Source: an optimization exercise on an open RTL-to-GDS flow (aim: small area). Production flows keep margins and buffers that such runs may drop. In this exercise RTL edits were held to simulation tests only and were not proved equivalent to the original. No activity file was given, so power comes from the tool's default toggle rates.

## flow/design.v (module list and top-level ports; edited modules follow where they fit)
// module Solve: 3894 lines
module Solve(clk, rst, halt, prepare, start, next, switcher, sw2, auto, keep, length, now, debug, dataput, dataput2, wrong, solved, fakeclick, score, wwmodi, ready
, wfresh, wcolorp, wBLOn, nnote0, wnotex, wnotey, wperc, endpass);
  // ...
==> flow/flow/run.sh <==
#!/bin/bash
# Standard layout, with the port buffers made of the smallest buffer cell
# and a clock tree of smaller buffers without dummy loads.
export BUFFER_PORTS_ARGS="-buffer_cell sky130_fd_sc_hd__buf_1"
export CTS_ARGS="-sink_clustering_enable -repair_clock_nets -dont_use_dummy_load -buf_list sky130_fd_sc_hd__clkbuf_8 -sink_clustering_size 16"
bash standard.sh > standard.log 2>&1
==> flow/standard.sh <==
#!/bin/bash
# synth_recipe.tcl (not shown) runs the flow's synth.tcl, then flattens the netlist and writes it again
# the make line also repeats each setting of config.mk as NAME=value (left out here)
make -C /OpenROAD-flow-scripts/flow DESIGN_CONFIG=/design/flow/config.mk WORK_HOME=/design/flow/orfs CLKGATE_MAP_FILE= SYNTH_SCRIPT=/design/flow/synth_recipe.tcl "${@:-finish}"
==> flow/config.mk <==
export PLATFORM = sky130hd
export DESIGN_NAME = Solve
export DESIGN_NICKNAME = Solve
export VERILOG_FILES = /design/flow/design.v
export SDC_FILE = /design/flow/constraint.sdc
export NUM_CORES = 4
export LEC_CHECK = 0
export CAP_MARGIN = 20
export CORE_MARGIN = 2
export CORE_UTILIZATION = 40
export SLEW_MARGIN = 20
export SYNTH_MEMORY_MAX_BITS = 65536
==> flow/constraint.sdc <==
create_clock -name core_clock -period 10.0 [get_ports {clk}]
set_input_delay 2.0000 -clock core_clock [delete_from_list [all_inputs] [get_ports {clk}]]
set_output_delay 2.0000 -clock core_clock [all_outputs]
set_load 0.01 [all_outputs]
==> flow_summary.yaml, run 1 <==
status:
  outcome: "finished clean"
synth:
  synth_adder_area_share: 0.155
  async_flop_share: 0
  synthTopCellsByArea: "dfxtp_1, ha_1, edfxtp_1"
  synth-edff-count: 33
  synth-compound-area-share: 0.233
  yosysUniqueCellTypes: 94
  synth_top_family_by_area: "compound AO/OA/AOI/OAI gates"
cells_and_area:
  final_common_cell: "nor2_1"
  clkCellAreaFrac: 0.0150
  fin_cells: 2432
  sh_seq_area: 0.221
timing:
  timing.fmax_ghz: 0.103
  setup_viol: 0
  hold_violations: 0
routing:
  wire_per_inst_microns: 21.1
  dr.pass1.iters: 5
  dr.max_layer_used: "met5"
floorplan:
  nWellTaps: 461
global_route:
  grt_use_met3: 0.0498
critical_path:
  cpLargestDelayFamily: "adder cells"
  critPathLaunch: "length[1]"
  cp.depth: 28
  cp_max_fo: 3
place:
  dpl_cell_area_sq_um: 15400
pwr:
  switchingPower_mw: 1.13
  power_density_nw_per_um2: 157
  clkPwrFrac: 0.150
  total_power_mw: 2.46
hold_path:
  hp-class: "register to register"
==> inputs of run 2 (changes only) <==
--- a/flow/flow/run.sh
+++ b/flow/flow/run.sh
@@ -3,4 +3,5 @@
 # and a clock tree of smaller buffers without dummy loads.
 export BUFFER_PORTS_ARGS="-buffer_cell sky130_fd_sc_hd__buf_1"
+export GPL_KEEP_OVERFLOW=0
 export CTS_ARGS="-sink_clustering_enable -repair_clock_nets -dont_use_dummy_load -buf_list sky130_fd_sc_hd__clkbuf_8 -sink_clustering_size 16"
 bash standard.sh > standard.log 2>&1
==> run 2 against run 1 <==
  * Sequential cell count unchanged
  * Non-clock buffer count down 38
  * Clock skew decreased by 3.3 ps
  * Sequential power is 3.2% higher
  * Critical path type unchanged
  * Largest power group unchanged
  * Highest routed layer unchanged
==> flow_summary.yaml, run 2 <==
status:
  outcome: "finished clean"
floorplan:
  initial_core_util: 0.408
  rows: 69
  dieArea_sq_um: 38000
  ioPinCount: 228
  fp.coreArea_sq_um: 35700
  fp.dieH_microns: 195
  die_x_microns: 195
synth:
  synthTopCellsByArea: "dfxtp_1, ha_1, edfxtp_1"
  yosysUniqueCellTypes: 94
  avgSynthCellArea_sq_um: 7.82
  synth.most_common_cell: "nor2_1"
  synth_xor_area_frac: 0.0270
  yosys.area.top_type_share: 0.169
  synth_area_sq_um: 14600
  synthCells: 1864
  synthSimpleGateAreaFrac: 0.210
  synth-compound-area-share: 0.233
  yosys-top-cells-count: "nor2_1, inv_1, nand2_1"
  async_flop_share: 0
  yosys.area.top_type: "dfxtp_1"
  synth_top_family_by_area: "compound AO/OA/AOI/OAI gates"
  synth-seq-cells: 156
  synth.area.mux_share: 0.0202
  synthFlopType: "dfxtp_1"
  synth-edff-count: 33
  seq_area_frac_synth: 0.237
  ys_warn_count: 1
  synth_adder_area_share: 0.155
routing:
  dr.pass1.iters: 6
  routed_via_density: 5.97
  first_iter_violations: 1476
  route.vias.total: 14300
  drtAntennaViolNets: 0
  drc: 0
  wire_per_inst_microns: 21.0
  wl_microns: 50400
cells_and_area:
  postLayoutCoreUtil: 0.434
  n_fill_cell: 3737
  final_common_cell: "nor2_1"
  fin_nets: 2133
  drive_gt1_frac: 0.0636
  stdcell_area_sq_um: 15500
  final_cell_mix: "nor2_1, buf_1, inv_1"
  area_growth_pct: 6.31
timing:
  grt_setup_unrepaired: "false"
  tightestPinTransition_ps: 1090
  hold_violations: 0
  tns_ps: 0
  timing.fmax_ghz: 0.103
  maxSlewHeadroom: 0.273
  post-route-min-period_ps: 9700
  period_share: 0.970
  skew_ps: 42.7
  maxSlewViolCount: 0
  setup_viol: 0
  holdWs_ps: 419
pwr:
  power.leakage_nw: 6.19
  power_density_nw_per_um2: 157
  peakVddDrop_uv: 74.9
critical_path:
  crit_buf_inv: 4
  cp.arrival_ps: 10040
  cp_slowest_cell: "or4b_2"
  cp.depth: 28
  slowest_delay_ps: 610
  cp_common_cell: "fa_1"
  cp-start-kind: "input port"
  cp-end-kind: "register"
  path_class: "input port to register"
  r2r_cells: 27
  required_ps: 10340
  cpLargestDelayFamily: "adder cells"
  cp_max_fo: 8
place:
  dp_hpwl_microns: 38000
  dpl_cell_area_sq_um: 15000
  portBuffers: 189
  finalWeightedCongestion: 0.922
clocking:
  clock_latency_ps: 470
  clkTransAtPathRegs_ps: 100
  cts_buffers: 17
  clock_sinks: 156
  clockBufferDepth: 2
  root_buffer: "clkbuf_8"
  cts_hold_buffers: 0
  cts_max_level: 4
  cts_tree: "built"
global_route:
  grtUsageTotal: 0.257
  antenna_found_initial: 2
  grt_pass1_wl_microns: 77000
  grt_start_max_net_pins: 79
  grt_pass1_vias: 13300
  gr-total-overflow: 0
flow_run:
  cap_viol_max_count: 0
hold_path:
  hp-class: "register to register"
  whs_path_depth: 1
run 2: cell counts after synthesis:
Identical to the previous run, type by type.
run 2: worst paths after layout:
check	start	end	slack [ps]
setup / recovery	length[1]	state[3]	300
hold / removal	judger_now[15]	judger_decn[15]	420
setup reg to reg	tn[1]	state[3]	1660
hold reg to reg	judger_now[15]	judger_decn[15]	420
run 2: area by class of cell:
| cell class | count | area, sq um | share of cell area |
|---|---|---|---|
| multi-input cells | 1389 | 9670 | 0.623 |
| flip-flops and latches | 156 | 3470 | 0.224 |
| repair buffers | 209 | 930 | 0.0600 |
| inverters | 162 | 622 | 0.0401 |
| well taps | 461 | 577 | 0.0372 |
| clock buffers | 17 | 234 | 0.0151 |
| diodes | 1 | 2.50 | 0.000161 |
run 2: cells by family (layout without fill, tap and decap cells):
family	Yosys count	count (layout)
other	1	39
flip-flops	156	156
adder cells (fa/ha/maj)	155	155
AO/OA/AOI/OAI	508	508
multiplexers	26	26
buffers and inverters	356	388
AND/OR/NAND/NOR	617	617
XOR/XNOR	45	45
run 2: timing repair:
item,4_1_cts,5_1_grt
setup endpoints to repair,17,16
gates cloned,0,0
pin swaps,0,4
resized for setup,14,25
buffers inserted,2,14
run 2: where the power goes:
part           switching, mW  total, mW  internal [mW]
combinational          0.729       1.17          0.439
sequential             0.174      0.901          0.728
clock                  0.211      0.361          0.150
total                   1.11       2.43           1.32
run 2: layer usage:
metal  GRT usage  share of wire  vias up
met5           0        0.00034        -
met4      0.0990          0.034        2
met3      0.0444          0.081      134
met2       0.411           0.46      743
met1       0.345           0.43     6773
li1            -              -     6647
run 2: stage by stage:
stage | power [mW] | setup slack, ps | std cells
final | 2.43 | 299 | 2395
after CTS | 2.39 | 2.10 | 2380
after global placement | 2.01 | -1540 | 2357
after floorplan | 1.70 | 364 | 1901
after detailed placement | 2.02 | -979 | 2361
after global routing | 2.60 | 31.8 | 2395
run 2: worst register-to-register path, cell delays in order (launching register included):
cell      delay [ps]
dfxtp_1          350
ha_1             180
o21bai_1         160
fa_1             390
fa_2             350
fa_1             390
fa_1             400
fa_1             380
inv_1             80
fa_1             160
inv_1             50
fa_1             380
fa_2             360
fa_2             350
fa_1             390
fa_1             400
fa_2             360
fa_1             380
inv_1             80
fa_1             420
nand4b_1         180
or4b_2           610
o31a_1           310
mux2i_2          210
o311ai_1         140
a31oi_1          310
nand4b_1         150
a311o_1          340

afterwards: timing with drivers on the ports:
How much do the figures lean on ideal ports? The routed layouts below were timed once more, with nothing changed but the port constraints. Step 1, drivers: a clkbuf_16 drives clk and a buf_2 each remaining input, both assumed. Step 2 also shifts input and output timing later by t, the mid clock arrival at the registers, as if the neighbouring blocks saw the same clock. Slacks: ideal / step 1 / step 2; pairs: ideal / step 1.
run | t, ns | setup WS [ns] | hold WS [ns]
run 1 | 0.506 | 0.322 / 0.352 / -0.154 | 0.449 / 0.449 / 0.449
run 2 | 0.502 | 0.299 / 0.328 / -0.174 | 0.419 / 0.419 / 0.419
With both steps, setup timing fails in run 1 and run 2, where it was met with ideal ports. For run 1, which loses most, drivers alone change the setup slack by +0.030 ns; drivers and shift together by -0.476 ns.
